Context: an optimization exercise on an open-source flow, tuned for a short achievable clock period and few clock cycles. The choices shown serve that exercise and are no tape-out recipe.
At most, simulation tests tie the RTL to the original design; equivalence was not proved.
Power and IR drop assume default switching activity.

==> job 2622: inputs <==
==> flow/design.v (excerpt) <==
module cpu(clock,reset,imem_addr,imem_data,dmem_addr,dmem_we,dmem_wdata,dmem_rdata);
    input clock;
    input reset;
    output [11:0]imem_addr;
    input [15:0]imem_data;
    output [11:0]dmem_addr;
    output dmem_we;
    output [15:0]dmem_wdata;
    input [15:0]dmem_rdata;
    function [7:0] onehot(input [2:0] a);
        onehot = 8'd1 << a;
    endfunction
    reg [15:0] pc;
    reg [15:0] ir;           
    reg        ir_v;
    reg [15:0] di;           
    reg [7:0]  d_s1, d_s2, d_sd;     
    reg [7:0]  d_rd;                 
    reg        d_br, d_ld, d_st, d_shift, d_imm;
    reg        d_bz, d_bg, d_bl;     
    reg        d_bp;                 
    reg        d_dec;                
    reg        d_fdec;               
    reg        d_ae;                 
    reg        d_aw, d_arf;          
    reg [8:0]  d_sel;                
    reg        d_e1, d_e2, d_ed;     
    reg        d_w1, d_w2, d_wd;     
    reg        stall;
    reg        e_v;          
    reg [7:0]  e_rd;         
    reg        e_ld;
    reg        e_st;
    reg [15:0] e_a, e_b;
  ...
export LEC_CHECK = 0
export CAP_MARGIN = 20
export CORE_MARGIN = 2
export CORE_UTILIZATION = 50
export PLACE_DENSITY = 0.7
export SETUP_SLACK_MARGIN = 5
export SLEW_MARGIN = 20
export SYNTH_HIERARCHICAL = 1
create_clock -name core_clock -period 8.0 [get_ports {clock}]
standard.sh (not shown) runs the stock make flow with config.mk's settings and CLKGATE_MAP_FILE= SYNTH_SCRIPT=/design/flow/synth_recipe.tcl, a recipe that flattens the netlist after the stock synthesis.
==> flow/flow/run.sh <==
#!/bin/bash
# The standard layout (standard.sh), with these changes to how it is made:
#  - ORFS's full/half-adder extraction is off, so ABC maps the adders itself;
#  - ABC does not use a few weak cells (flow/my_synth.tcl);
set -o pipefail
export FLOW_SYNTH_TCL=$PWD/synth_recipe.tcl
bash standard.sh ADDER_MAP_FILE= SETUP_SLACK_MARGIN=6 SYNTH_SCRIPT=$PWD/flow/my_synth.tcl finish > standard.log 2>&1
==> flow/flow/my_synth.tcl <==
# The standard flow's synthesis script (synth_recipe.tcl), with ABC told not to use some
# slow or weak cells: a222oi_1 (made in one size only), the _0 drive-strength
# cells, mux4, or4, a221o and a211o. Flip-flops are mapped before ABC runs, so
# the registers are the same.
proc abc {args} {
  foreach c {sky130_fd_sc_hd__a222oi_1 sky130_fd_sc_hd__*_0 sky130_fd_sc_hd__mux4*
             sky130_fd_sc_hd__or4* sky130_fd_sc_hd__a221o* sky130_fd_sc_hd__a211o_*} {
    lappend args -dont_use $c
  }
  yosys abc {*}$args
}
source $::env(FLOW_SYNTH_TCL)
==> inputs of job 7037, as changes to job 2622 <==
--- a/flow/design.v
+++ b/flow/design.v
@@ -19,12 +19,10 @@
     reg        d_br, d_ld, d_st, d_shift, d_imm;
     reg        d_bz, d_bg, d_bl;     
     reg        d_bp;                 
     reg        d_dec;                
     reg        d_fdec;               
-    reg        d_ae;                 
-    reg        d_aw, d_arf;          
     reg [8:0]  d_sel;                
     reg        d_e1, d_e2, d_ed;     
     reg        d_w1, d_w2, d_wd;     
     reg        stall;
     reg        e_v;          
@@ -51,16 +49,14 @@
     assign dmem_we    = e_st;
     assign dmem_wdata = e_sd;
     wire [15:0] imm = {{10{di[5]}}, di[5:0]};
     wire        dgo = ir_v & ~stall;        
     wire [15:0] v1_noe, v2_noe, vd_noe;
-    wire [11:0] addr, addr_e;
+    wire [11:0] addr;
     rdu rdu (.s1(d_s1), .s2(d_s2), .sd(d_sd), .w1(d_w1), .w2(d_w2), .wd(d_wd), .w_val(w_val),
              .r1(r1), .r2(r2), .r3(r3), .r4(r4), .r5(r5), .r6(r6), .r7(r7), .imm(imm),
-             .v1(v1_noe), .v2(v2_noe), .vd(vd_noe), .addr_e(addr_e), .sel_rf(d_arf),
-             .sel_w(d_aw), .addr(addr));
-    aeu aeu (.a(e_a), .b(e_b), .sub(e_sel[1]), .imm(di[5:0]), .addr(addr_e));
+             .v1(v1_noe), .v2(v2_noe), .vd(vd_noe), .addr(addr));
     wire        rz1 = d_s1[0] | (|(d_s1[7:1] & rz));
     wire [15:0] eval;
     wire [15:0] n_ea, n_eb, n_esa, n_esd;
     wire [3:0]  n_esh;
     exu exu (.e_a(e_a), .e_b(e_b), .e_sa(e_sa), .e_sh(e_sh), .e_sel(e_sel), .e_ld(e_ld),
@@ -111,11 +107,11 @@
             ir_v  <= 1'b0;
             stall <= 1'b0;
         end else if (!stall) begin
             pc    <= go_br ? pc_br : pc_seq;
             ir_v  <= 1'b1;
-            stall <= n_e1 & n_mem & ~d_sel[0] & ~d_sel[1];
+            stall <= n_e1 & n_mem;
         end else begin
             stall <= 1'b0;
         end
         if (!stall) ir <= imem_data;
         di      <= nx;
@@ -128,13 +124,10 @@
         d_bg    <= n_op[3] & n_op[2] & n_res & (nx[10:9] == 2'b01);
         d_bl    <= n_op[3] & n_op[2] & n_res & (nx[10:9] == 2'b10);
         d_bp    <= n_op[3] & n_op[2] & ~n_res & nx[5];
         d_dec   <= (n_op == 4'd9) & (nx[5:0] == 6'h3f);
         d_fdec  <= ~stall & n_e1 & d_dec;
-        d_ae    <= ~stall & n_e1;
-        d_aw    <= ~(~stall & n_e1) & e_v & (|(n_s1 & e_rd));
-        d_arf   <= ~(~stall & n_e1) & ~(e_v & (|(n_s1 & e_rd)));
         d_ld    <= (n_op == 4'd10);
         d_st    <= (n_op == 4'd11);
         d_shift <= n_sel[5] | n_sel[6] | n_sel[7];
         d_imm   <= (n_op == 4'd9);
         d_sel   <= n_sel;
@@ -249,91 +242,29 @@
     assign n_b  = use_imm ? imm : (f2 ? eval : v2);
     assign n_sa = shift ? (f1 ? eval : v1) : 16'd0;
     assign n_sh = shift ? (f2 ? eval[3:0] : v2[3:0]) : 4'd0;
     assign n_sd = fd ? eval : vd;
 endmodule
-module rdu(s1, s2, sd, w1, w2, wd, w_val, r1, r2, r3, r4, r5, r6, r7, imm, v1, v2, vd,
-           addr_e, sel_rf, sel_w, addr);
+module rdu(s1, s2, sd, w1, w2, wd, w_val, r1, r2, r3, r4, r5, r6, r7, imm, v1, v2, vd, addr);
     input [7:0]  s1, s2, sd;
     input        w1, w2, wd;
     input [15:0] w_val, r1, r2, r3, r4, r5, r6, r7, imm;
     output [15:0] v1, v2, vd;
-    input [11:0] addr_e;         
-    input        sel_rf, sel_w;   
     output [11:0] addr;
     function [15:0] rfsel(input [7:0] s, input [15:0] x1, input [15:0] x2, input [15:0] x3,
                           input [15:0] x4, input [15:0] x5, input [15:0] x6, input [15:0] x7);
         rfsel = ({16{s[1]}} & x1) | ({16{s[2]}} & x2) | ({16{s[3]}} & x3) |
                 ({16{s[4]}} & x4) | ({16{s[5]}} & x5) | ({16{s[6]}} & x6) |
                 ({16{s[7]}} & x7);
     endfunction
     assign v1 = w1 ? w_val : rfsel(s1, r1, r2, r3, r4, r5, r6, r7);
     assign v2 = w2 ? w_val : rfsel(s2, r1, r2, r3, r4, r5, r6, r7);
     assign vd = wd ? w_val : rfsel(sd, r1, r2, r3, r4, r5, r6, r7);
-    wire [11:0] a_rf, a_w;
-    wire [15:0] rf1 = rfsel(s1, r1, r2, r3, r4, r5, r6, r7);
-    ks12 add_rf (.a(rf1[11:0]), .b(imm[11:0]), .s(a_rf));
-    ks12 add_w  (.a(w_val[11:0]), .b(imm[11:0]), .s(a_w));
-    assign addr = sel_rf ? a_rf : (sel_w ? a_w : addr_e);
-endmodule
-module aeu(a, b, sub, imm, addr);
-    input [15:0] a, b;
-    input        sub;
-    input [5:0]  imm;
-    output [11:0] addr;
-    wire [11:0] x = a[11:0];
-    wire [11:0] y = b[11:0] ^ {12{sub}};
-    wire [11:0] z = {{6{imm[5]}}, imm};
-    wire [11:0] s = x ^ y ^ z;
-    wire [11:0] c = (x & y) | (x & z) | (y & z);
-    wire [11:0] p = {s[11:1] ^ c[10:0], s[0]};
-    reg  [11:0] g0, p0, g1, p1, g2, p2, g3, g4;
-    integer i;
-    always @(*) begin
-        for (i = 0; i < 12; i = i + 1) begin
-            g0[i] = (i == 0) ? (s[0] & sub) : (s[i] & c[i-1]);
-            p0[i] = p[i];
-        end
-        for (i = 0; i < 12; i = i + 1) begin
-            g1[i] = (i >= 1) ? (g0[i] | (p0[i] & g0[i-1])) : g0[i];
-            p1[i] = (i >= 1) ? (p0[i] & p0[i-1]) : p0[i];
-        end
-        for (i = 0; i < 12; i = i + 1) begin
-            g2[i] = (i >= 2) ? (g1[i] | (p1[i] & g1[i-2])) : g1[i];
-            p2[i] = (i >= 2) ? (p1[i] & p1[i-2]) : p1[i];
-        end
-        for (i = 0; i < 12; i = i + 1)
-            g3[i] = (i >= 4) ? (g2[i] | (p2[i] & g2[i-4])) : g2[i];
-        for (i = 0; i < 12; i = i + 1)
-            g4[i] = (i >= 8) ? (g3[i] | ((p2[i] & p2[i-4]) & g3[i-8])) : g3[i];
-    end
-    assign addr = (p ^ {g4[10:0], 1'b0}) ^ {11'd0, sub};
-endmodule
-module ks12(a, b, s);
-    input [11:0] a, b;
-    output [11:0] s;
-    reg [11:0] g, p, g1, p1, g2, p2, g3, p3, g4;
-    integer i;
-    always @(*) begin
-        g = a & b;
-        p = a ^ b;
-        for (i = 0; i < 12; i = i + 1) begin
-            g1[i] = (i >= 1) ? (g[i]  | (p[i]  & g[i-1]))  : g[i];
-            p1[i] = (i >= 1) ? (p[i]  & p[i-1])            : p[i];
-        end
-        for (i = 0; i < 12; i = i + 1) begin
-            g2[i] = (i >= 2) ? (g1[i] | (p1[i] & g1[i-2])) : g1[i];
-            p2[i] = (i >= 2) ? (p1[i] & p1[i-2])           : p1[i];
-        end
-        for (i = 0; i < 12; i = i + 1) begin
-            g3[i] = (i >= 4) ? (g2[i] | (p2[i] & g2[i-4])) : g2[i];
-            p3[i] = (i >= 4) ? (p2[i] & p2[i-4])           : p2[i];
-        end
-        for (i = 0; i < 12; i = i + 1)
-            g4[i] = (i >= 8) ? (g3[i] | (p3[i] & g3[i-8])) : g3[i];
-    end
-    assign s = (a ^ b) ^ {g4[10:0], 1'b0};
+    wire [15:0] a_rf, a_w;
+    ks16 add_rf (.a(rfsel(s1, r1, r2, r3, r4, r5, r6, r7)), .b(imm), .ci(1'b0), .s(a_rf));
+    ks16 add_w  (.a(w_val), .b(imm), .ci(1'b0), .s(a_w));
+    assign addr = w1 ? a_w[11:0] : a_rf[11:0];
 endmodule
 module ks16(a, b, ci, s);
     input [15:0] a, b;
     input ci;
     output [15:0] s;
==> flow/flow/my_synth.tcl (replaced) <==
# The standard flow's synthesis script (synth_recipe.tcl), with ABC told not to use a few
# weak cells: a222oi_1 (made in one size only) and the _0 drive-strength cells.
# Flip-flops are mapped before ABC runs, so the registers are the same.
proc abc {args} {
  foreach c {sky130_fd_sc_hd__a222oi_1 sky130_fd_sc_hd__*_0} { lappend args -dont_use $c }
  yosys abc {*}$args
}
source $::env(FLOW_SYNTH_TCL)
==> flow/config.mk (replaced) <==
export PLATFORM = sky130hd
export DESIGN_NAME = cpu
export DESIGN_NICKNAME = cpu
export VERILOG_FILES = /design/flow/design.v
export SDC_FILE = /design/flow/constraint.sdc
export NUM_CORES = 4
export LEC_CHECK = 0
export CAP_MARGIN = 20
export CORE_MARGIN = 2
export CORE_UTILIZATION = 40
export SETUP_SLACK_MARGIN = 5
export SLEW_MARGIN = 20
export SYNTH_HIERARCHICAL = 1
==> summary.txt <==
Layout
  • Fraction of layout instances using a drive strength above 1: 39.76%
  • Sequential cell area share: 29.93%

Timing
  • Tmin final: 2.675 ns
  • Tightest Pin Transition: 1.184 ns

Pwr
  • Tot Pwr: 6.433 mW
  • Top Consumer: registers
  • Power Combinational: 2.28 mW

Drt
  • Met1 WL: 30870 µm
  • Avg WL per Cell: 24.38 µm

Clock network
  • Post-CTS resize count: 583

Global routing
  • GRT Total Usage: 27.02%

Place
  • Gpl congestion: 0.9535

Status
  • Status: timing/DRC/antenna clean

Logic synthesis
  • Avg Cell Area, Syn: 9.690 µm²
The numbers above come from job 7037.

==> summary.txt <==
Status
  • Status: timing/DRC/antenna clean

Timing
  • Tightest Pin Transition: 1.244 ns
  • Tmin final: 2.728 ns

Layout
  • Sequential cell area share: 26.60%

Place
  • Gpl congestion: 0.9676

Clock network
  • Post-CTS resize count: 753

Pwr
  • Tot Pwr: 7.076 mW
  • Power Combinational: 2.91 mW

Global routing
  • GRT Total Usage: 35.26%

Logic synthesis
  • Avg Cell Area, Syn: 9.124 µm²
The numbers above come from job 2622.

Testbench counts of job 7037, summed over its fixed seeds: cycles 32,923.
Function not checked in job 2622: the RTL went through the layout flow alone.

========
==> inputs of 02-20 <==
Another version of the RTL of cpu (not shown whole).
clock: 8.0 ns
lec_check: 0
cap_margin: 20
core_margin: 2
core_utilization: 40
setup_slack_margin: 5
slew_margin: 20
synth_hierarchical: 1
==> flow/flow/run.sh <==
#!/bin/bash
set -o pipefail
bash standard.sh ADDER_MAP_FILE= SETUP_SLACK_MARGIN=6 finish > standard.log 2>&1
==> 03-02 (differences from 02-20) <==
--- a/flow/design.v
+++ b/flow/design.v
@@ -9,15 +9,20 @@
     input [15:0]dmem_rdata;
     function [7:0] onehot(input [2:0] a);
         onehot = 8'd1 << a;
     endfunction
     reg [15:0] pc;
-    reg [15:0] ir;
+    reg [15:0] ir;           
     reg        ir_v;
+    reg [15:0] di;           
     reg [7:0]  d_s1, d_s2, d_sd;     
     reg [7:0]  d_rd;                 
     reg        d_br, d_ld, d_st, d_shift, d_imm;
+    reg        d_bz, d_bg, d_bl;     
+    reg        d_bp;                 
+    reg        d_dec;                
+    reg        d_fdec;               
     reg [8:0]  d_sel;                
     reg        d_e1, d_e2, d_ed;     
     reg        d_w1, d_w2, d_wd;     
     reg        stall;
     reg        e_v;          
@@ -29,10 +34,11 @@
     reg [3:0]  e_sh;         
     reg [11:0] e_addr;
     reg [15:0] e_sd;
     reg [8:0]  e_sel;
     reg        e_br;         
+    reg        e_dec;        
     reg        e_cz, e_cg, e_cl, e_pred;
     reg [15:0] e_alt;        
     reg        w_v;
     reg [7:0]  w_rd;
     reg [15:0] w_val;
@@ -40,11 +46,11 @@
     reg [7:1]  rz;           
     assign imem_addr  = pc[12:1];
     assign dmem_addr  = e_addr;
     assign dmem_we    = e_st;
     assign dmem_wdata = e_sd;
-    wire [15:0] imm = {{10{ir[5]}}, ir[5:0]};
+    wire [15:0] imm = {{10{di[5]}}, di[5:0]};
     wire        dgo = ir_v & ~stall;        
     wire [15:0] v1_noe, v2_noe, vd_noe;
     wire [11:0] addr;
     rdu rdu (.s1(d_s1), .s2(d_s2), .sd(d_sd), .w1(d_w1), .w2(d_w2), .wd(d_wd), .w_val(w_val),
              .r1(r1), .r2(r2), .r3(r3), .r4(r4), .r5(r5), .r6(r6), .r7(r7), .imm(imm),
@@ -59,30 +65,25 @@
              .eval(eval), .n_a(n_ea), .n_b(n_eb), .n_sa(n_esa), .n_sh(n_esh), .n_sd(n_esd));
     wire ez   = (e_a == 16'd0);
     wire es   = e_a[15];
     wire eact = (e_cz & ez) | (e_cg & ~es & ~ez) | (e_cl & (es | ez));
     wire miss = e_br & (eact ^ e_pred);
-    wire zero1 = d_w1 ? (w_val == 16'd0) : rz1;
-    wire sign1 = v1_noe[15];
-    reg  cond;
-    always @(*) begin
-        case (ir[10:9])
-            2'b00: cond = zero1;
-            2'b01: cond = ~sign1 & ~zero1;
-            2'b10: cond = sign1 | zero1;
-            default: cond = 1'b0;
-        endcase
-    end
+    wire zdec  = (e_a == 16'd1);
+    wire sdec  = (e_a == 16'd0) | (e_a[15] & (e_a[14:0] != 15'd0));
+    wire zero1 = d_fdec ? zdec : d_w1 ? (w_val == 16'd0) : rz1;
+    wire sign1 = d_fdec ? sdec : v1_noe[15];
     wire pred  = imm[15];                           
-    wire go_br = dgo & d_br & (d_e1 ? pred : cond);
+    wire go_br = ir_v & ((d_bz & zero1) | (d_bg & ~sign1 & ~zero1) |
+                         (d_bl & (sign1 | zero1)) | d_bp);
     wire [15:0] pc_seq, pc_br;
     ks16 add_seq (.a(pc), .b(16'd2), .ci(1'b0), .s(pc_seq));
     ks16 add_br  (.a(pc), .b(imm),   .ci(1'b0), .s(pc_br));
-    wire [3:0] n_op  = imem_data[15:12];
-    wire [7:0] n_s1  = onehot(imem_data[8:6]);
-    wire [7:0] n_s2  = onehot(imem_data[5:3]);
-    wire [7:0] n_sd  = onehot(imem_data[11:9]);
+    wire [15:0] nx   = stall ? ir : imem_data;
+    wire [3:0] n_op  = nx[15:12];
+    wire [7:0] n_s1  = onehot(nx[8:6]);
+    wire [7:0] n_s2  = onehot(nx[5:3]);
+    wire [7:0] n_sd  = onehot(nx[11:9]);
     wire       n_wen = ~n_op[3] | (n_op == 4'd8) | (n_op == 4'd9) | (n_op == 4'd10);
     wire       n_mem = (n_op == 4'd10) | (n_op == 4'd11);
     wire [8:0] n_sel;
     assign n_sel[0] = (n_op == 4'd1) | (n_op == 4'd9);
     assign n_sel[1] = (n_op == 4'd2);
@@ -93,10 +94,11 @@
     assign n_sel[6] = (n_op == 4'd7);
     assign n_sel[7] = (n_op == 4'd8);
     assign n_sel[8] = (n_op == 4'd0);
     wire [7:0] d_rdgo = d_rd & {8{ir_v}};
     wire       n_e1   = |(n_s1 & d_rdgo);
+    wire       n_res  = ~n_e1 | (~stall & d_dec);
     always @(posedge clock) begin
         if (reset) begin
             pc    <= 16'd0;
             ir_v  <= 1'b0;
             stall <= 1'b0;
@@ -109,35 +111,42 @@
             ir_v  <= 1'b1;
             stall <= n_e1 & n_mem;
         end else begin
             stall <= 1'b0;
         end
+        if (!stall) ir <= imem_data;
+        di      <= nx;
+        d_s1    <= n_s1;
+        d_s2    <= n_s2;
+        d_sd    <= n_sd;
+        d_rd    <= n_sd & {{7{n_wen}}, 1'b0};
+        d_br    <= n_op[3] & n_op[2];
+        d_bz    <= n_op[3] & n_op[2] & n_res & (nx[10:9] == 2'b00);
+        d_bg    <= n_op[3] & n_op[2] & n_res & (nx[10:9] == 2'b01);
+        d_bl    <= n_op[3] & n_op[2] & n_res & (nx[10:9] == 2'b10);
+        d_bp    <= n_op[3] & n_op[2] & ~n_res & nx[5];
+        d_dec   <= (n_op == 4'd9) & (nx[5:0] == 6'h3f);
+        d_fdec  <= ~stall & n_e1 & d_dec;
+        d_ld    <= (n_op == 4'd10);
+        d_st    <= (n_op == 4'd11);
+        d_shift <= n_sel[5] | n_sel[6] | n_sel[7];
+        d_imm   <= (n_op == 4'd9);
+        d_sel   <= n_sel;
         if (!stall) begin
-            ir      <= imem_data;
-            d_s1    <= n_s1;
-            d_s2    <= n_s2;
-            d_sd    <= n_sd;
-            d_rd    <= n_sd & {{7{n_wen}}, 1'b0};
-            d_br    <= n_op[3] & n_op[2];
-            d_ld    <= (n_op == 4'd10);
-            d_st    <= (n_op == 4'd11);
-            d_shift <= n_sel[5] | n_sel[6] | n_sel[7];
-            d_imm   <= (n_op == 4'd9);
-            d_sel   <= n_sel;
             d_e1    <= n_e1;
             d_e2    <= |(n_s2 & d_rdgo);
             d_ed    <= |(n_sd & d_rdgo);
             d_w1    <= e_v & (|(n_s1 & e_rd));
             d_w2    <= e_v & (|(n_s2 & e_rd));
             d_wd    <= e_v & (|(n_sd & e_rd));
         end else begin
             d_e1    <= 1'b0;
             d_e2    <= 1'b0;
             d_ed    <= 1'b0;
-            d_w1    <= e_v & (|(d_s1 & e_rd));
-            d_w2    <= e_v & (|(d_s2 & e_rd));
-            d_wd    <= e_v & (|(d_sd & e_rd));
+            d_w1    <= e_v & (|(n_s1 & e_rd));
+            d_w2    <= e_v & (|(n_s2 & e_rd));
+            d_wd    <= e_v & (|(n_sd & e_rd));
         end
     end
     always @(posedge clock) begin
         if (reset) begin
             e_v  <= 1'b0;
@@ -146,23 +155,23 @@
             e_br <= 1'b0;
         end else begin
             e_v  <= dgo & (|d_rd);
             e_ld <= dgo & d_ld;
             e_st <= dgo & d_st;
-            e_br <= dgo & d_br & d_e1;
+            e_br <= dgo & d_br & d_e1 & ~d_fdec;
         end
         e_rd   <= d_rd;
         e_sel  <= d_sel;
         e_a    <= n_ea;
         e_b    <= n_eb;
         e_sa   <= n_esa;
         e_sh   <= n_esh;
         e_sd   <= n_esd;
         e_addr <= addr;
-        e_cz   <= (ir[10:9] == 2'b00);
-        e_cg   <= (ir[10:9] == 2'b01);
-        e_cl   <= (ir[10:9] == 2'b10);
+        e_cz   <= (di[10:9] == 2'b00);
+        e_cg   <= (di[10:9] == 2'b01);
+        e_cl   <= (di[10:9] == 2'b10);
         e_pred <= pred;
         e_alt  <= pred ? pc_seq : pc_br;
     end
     always @(posedge clock) begin
         if (reset) begin
@@ -245,39 +254,43 @@
                           input [15:0] x4, input [15:0] x5, input [15:0] x6, input [15:0] x7);
         rfsel = ({16{s[1]}} & x1) | ({16{s[2]}} & x2) | ({16{s[3]}} & x3) |
                 ({16{s[4]}} & x4) | ({16{s[5]}} & x5) | ({16{s[6]}} & x6) |
                 ({16{s[7]}} & x7);
     endfunction
-    function [15:0] ksadd(input [15:0] a, input [15:0] b, input ci);
-        reg [15:0] g, p, g1, p1, g2, p2, g3, p3, g4;
-        integer i;
-        begin
-            g = a & b;
-            p = a ^ b;
-            g[0] = g[0] | (p[0] & ci);
-            for (i = 0; i < 16; i = i + 1) begin
-                g1[i] = (i >= 1) ? (g[i]  | (p[i]  & g[i-1]))  : g[i];
-                p1[i] = (i >= 1) ? (p[i]  & p[i-1])            : p[i];
-            end
-            for (i = 0; i < 16; i = i + 1) begin
-                g2[i] = (i >= 2) ? (g1[i] | (p1[i] & g1[i-2])) : g1[i];
-                p2[i] = (i >= 2) ? (p1[i] & p1[i-2])           : p1[i];
-            end
-            for (i = 0; i < 16; i = i + 1) begin
-                g3[i] = (i >= 4) ? (g2[i] | (p2[i] & g2[i-4])) : g2[i];
-                p3[i] = (i >= 4) ? (p2[i] & p2[i-4])           : p2[i];
-            end
-            for (i = 0; i < 16; i = i + 1)
-                g4[i] = (i >= 8) ? (g3[i] | (p3[i] & g3[i-8])) : g3[i];
-            ksadd = (a ^ b) ^ {g4[14:0], ci};
-        end
-    endfunction
     assign v1 = w1 ? w_val : rfsel(s1, r1, r2, r3, r4, r5, r6, r7);
     assign v2 = w2 ? w_val : rfsel(s2, r1, r2, r3, r4, r5, r6, r7);
     assign vd = wd ? w_val : rfsel(sd, r1, r2, r3, r4, r5, r6, r7);
-    wire [15:0] a = ksadd(v1, imm, 1'b0);
-    assign addr = a[11:0];
+    wire [11:0] a_rf, a_w;
+    wire [15:0] rf1 = rfsel(s1, r1, r2, r3, r4, r5, r6, r7);
+    ks12 add_rf (.a(rf1[11:0]), .b(imm[11:0]), .s(a_rf));
+    ks12 add_w  (.a(w_val[11:0]), .b(imm[11:0]), .s(a_w));
+    assign addr = w1 ? a_w[11:0] : a_rf[11:0];
+endmodule
+module ks12(a, b, s);
+    input [11:0] a, b;
+    output [11:0] s;
+    reg [11:0] g, p, g1, p1, g2, p2, g3, p3, g4;
+    integer i;
+    always @(*) begin
+        g = a & b;
+        p = a ^ b;
+        for (i = 0; i < 12; i = i + 1) begin
+            g1[i] = (i >= 1) ? (g[i]  | (p[i]  & g[i-1]))  : g[i];
+            p1[i] = (i >= 1) ? (p[i]  & p[i-1])            : p[i];
+        end
+        for (i = 0; i < 12; i = i + 1) begin
+            g2[i] = (i >= 2) ? (g1[i] | (p1[i] & g1[i-2])) : g1[i];
+            p2[i] = (i >= 2) ? (p1[i] & p1[i-2])           : p1[i];
+        end
+        for (i = 0; i < 12; i = i + 1) begin
+            g3[i] = (i >= 4) ? (g2[i] | (p2[i] & g2[i-4])) : g2[i];
+            p3[i] = (i >= 4) ? (p2[i] & p2[i-4])           : p2[i];
+        end
+        for (i = 0; i < 12; i = i + 1)
+            g4[i] = (i >= 8) ? (g3[i] | (p3[i] & g3[i-8])) : g3[i];
+    end
+    assign s = (a ^ b) ^ {g4[10:0], 1'b0};
 endmodule
 module ks16(a, b, ci, s);
     input [15:0] a, b;
     input ci;
     output [15:0] s;
==> flow/flow/run.sh (replaced) <==
#!/bin/bash
# The standard layout (standard.sh), with these changes to how it is made:
#  - ORFS's full/half-adder extraction is off, so ABC maps the adders itself;
#  - ABC does not use a few weak cells (flow/my_synth.tcl);
set -o pipefail
export FLOW_SYNTH_TCL=$PWD/synth_recipe.tcl
bash standard.sh ADDER_MAP_FILE= SETUP_SLACK_MARGIN=6 SYNTH_SCRIPT=$PWD/flow/my_synth.tcl finish > standard.log 2>&1
==> flow/flow/my_synth.tcl (new file) <==
# The standard flow's synthesis script (synth_recipe.tcl), with ABC told not to use some
# slow or weak cells: a222oi_1 (made in one size only), the _0 drive-strength
# cells, mux4, or4, a221o and a211o. Flip-flops are mapped before ABC runs, so
# the registers are the same.
proc abc {args} {
  foreach c {sky130_fd_sc_hd__a222oi_1 sky130_fd_sc_hd__*_0 sky130_fd_sc_hd__mux4*
             sky130_fd_sc_hd__or4* sky130_fd_sc_hd__a221o* sky130_fd_sc_hd__a211o_*} {
    lappend args -dont_use $c
  }
  yosys abc {*}$args
}
source $::env(FLOW_SYNTH_TCL)
Settings changed: CORE_UTILIZATION 40 to 50, PLACE_DENSITY set to 0.7.
==> comparison table <==
Outcome: 03-02 finished clean; 02-20 finished clean
# clk buffers: 03-02 55; 02-20 53
Final design utilization: 03-02 0.707; 02-20 0.538
Post-Synthesis Mean Instance Area: 03-02 9.45 um^2; 02-20 10.4 um^2
Clock network share of area: 03-02 0.0416; 02-20 0.0525
Internal power component: 03-02 4.22 mW; 02-20 4.18 mW
Cell Pwr Density: 03-02 227 nW/um^2; 02-20 244 nW/um^2
Internal reg-to-reg setup slack: 03-02 5360 ps; 02-20 5160 ps
Power Sequential: 03-02 2.35 mW; 02-20 2.26 mW
Site row count: 03-02 74; 02-20 80
Worst-case hold slack: 03-02 325 ps; 02-20 339 ps
Seq area share: 03-02 0.288; 02-20 0.329
Met2 layer wire length in the routed design: 03-02 37.3 mm; 02-20 31.6 mm
Peak supply drop: 03-02 0.000220 V; 02-20 0.000239 V
Placed instance count: 03-02 2676; 02-20 2478
Buffers outside the clock class: 03-02 393; 02-20 266
Post-Synthesis Cells: 03-02 2187; 02-20 1860
Met2 Track Usage GR: 03-02 0.545; 02-20 0.419
Max-slew headroom at the worst pin: 03-02 0.182; 02-20 0.228
Post-CTS setup repair buffer count: 03-02 224; 02-20 111
Highest-delay cell along the critical path: 03-02 sky130_fd_sc_hd__dfxtp_4; 02-20 sky130_fd_sc_hd__edfxtp_1
Worst setup slack before clock tree synthesis: 03-02 4440 ps; 02-20 4470 ps
Number of flip-flops and latches: 03-02 344; 02-20 330
Post-placement cell area: 03-02 22100 um^2; 02-20 21000 um^2
Worst flop-to-flop path startpoint: 03-02 d_s1[4]; 02-20 d_s1[6]
No run of this note included a check of the RTL's function; only the layout flow was run.

[what the ideal ports hide]
Ports are ideal in the flow. The routed layouts listed here were re-timed in OpenROAD.
Step 1 assumes that a clkbuf_16 drives the clock port and a buf_2 every other input.
Step 2 adds t to the input delays and takes it off the output delays; t is the mean of the earliest and latest rising clock arrival at the registers after step 1. Input paths then give back, and output paths get back, about the clock's delay inside the block.
a / b / c = no drivers / after step 1 / after step 2; a / b = the first two.
run | t (ns) | setup WS [ns] | worst setup path at the end
job 2622 | 0.635 | 5.272 / 5.254 / 4.727 | input to register
job 7037 | 0.619 | 5.325 / 5.299 / 4.763 | input to register
02-20 | 0.590 | 5.162 / 5.162 / 4.914 | input to register
03-02 | 0.603 | 5.358 / 5.301 / 4.921 | input to register
After both steps setup and hold are still met in every run listed. For job 7037, which loses most, drivers alone change the setup slack by -0.026 ns; drivers and shift together by -0.562 ns.
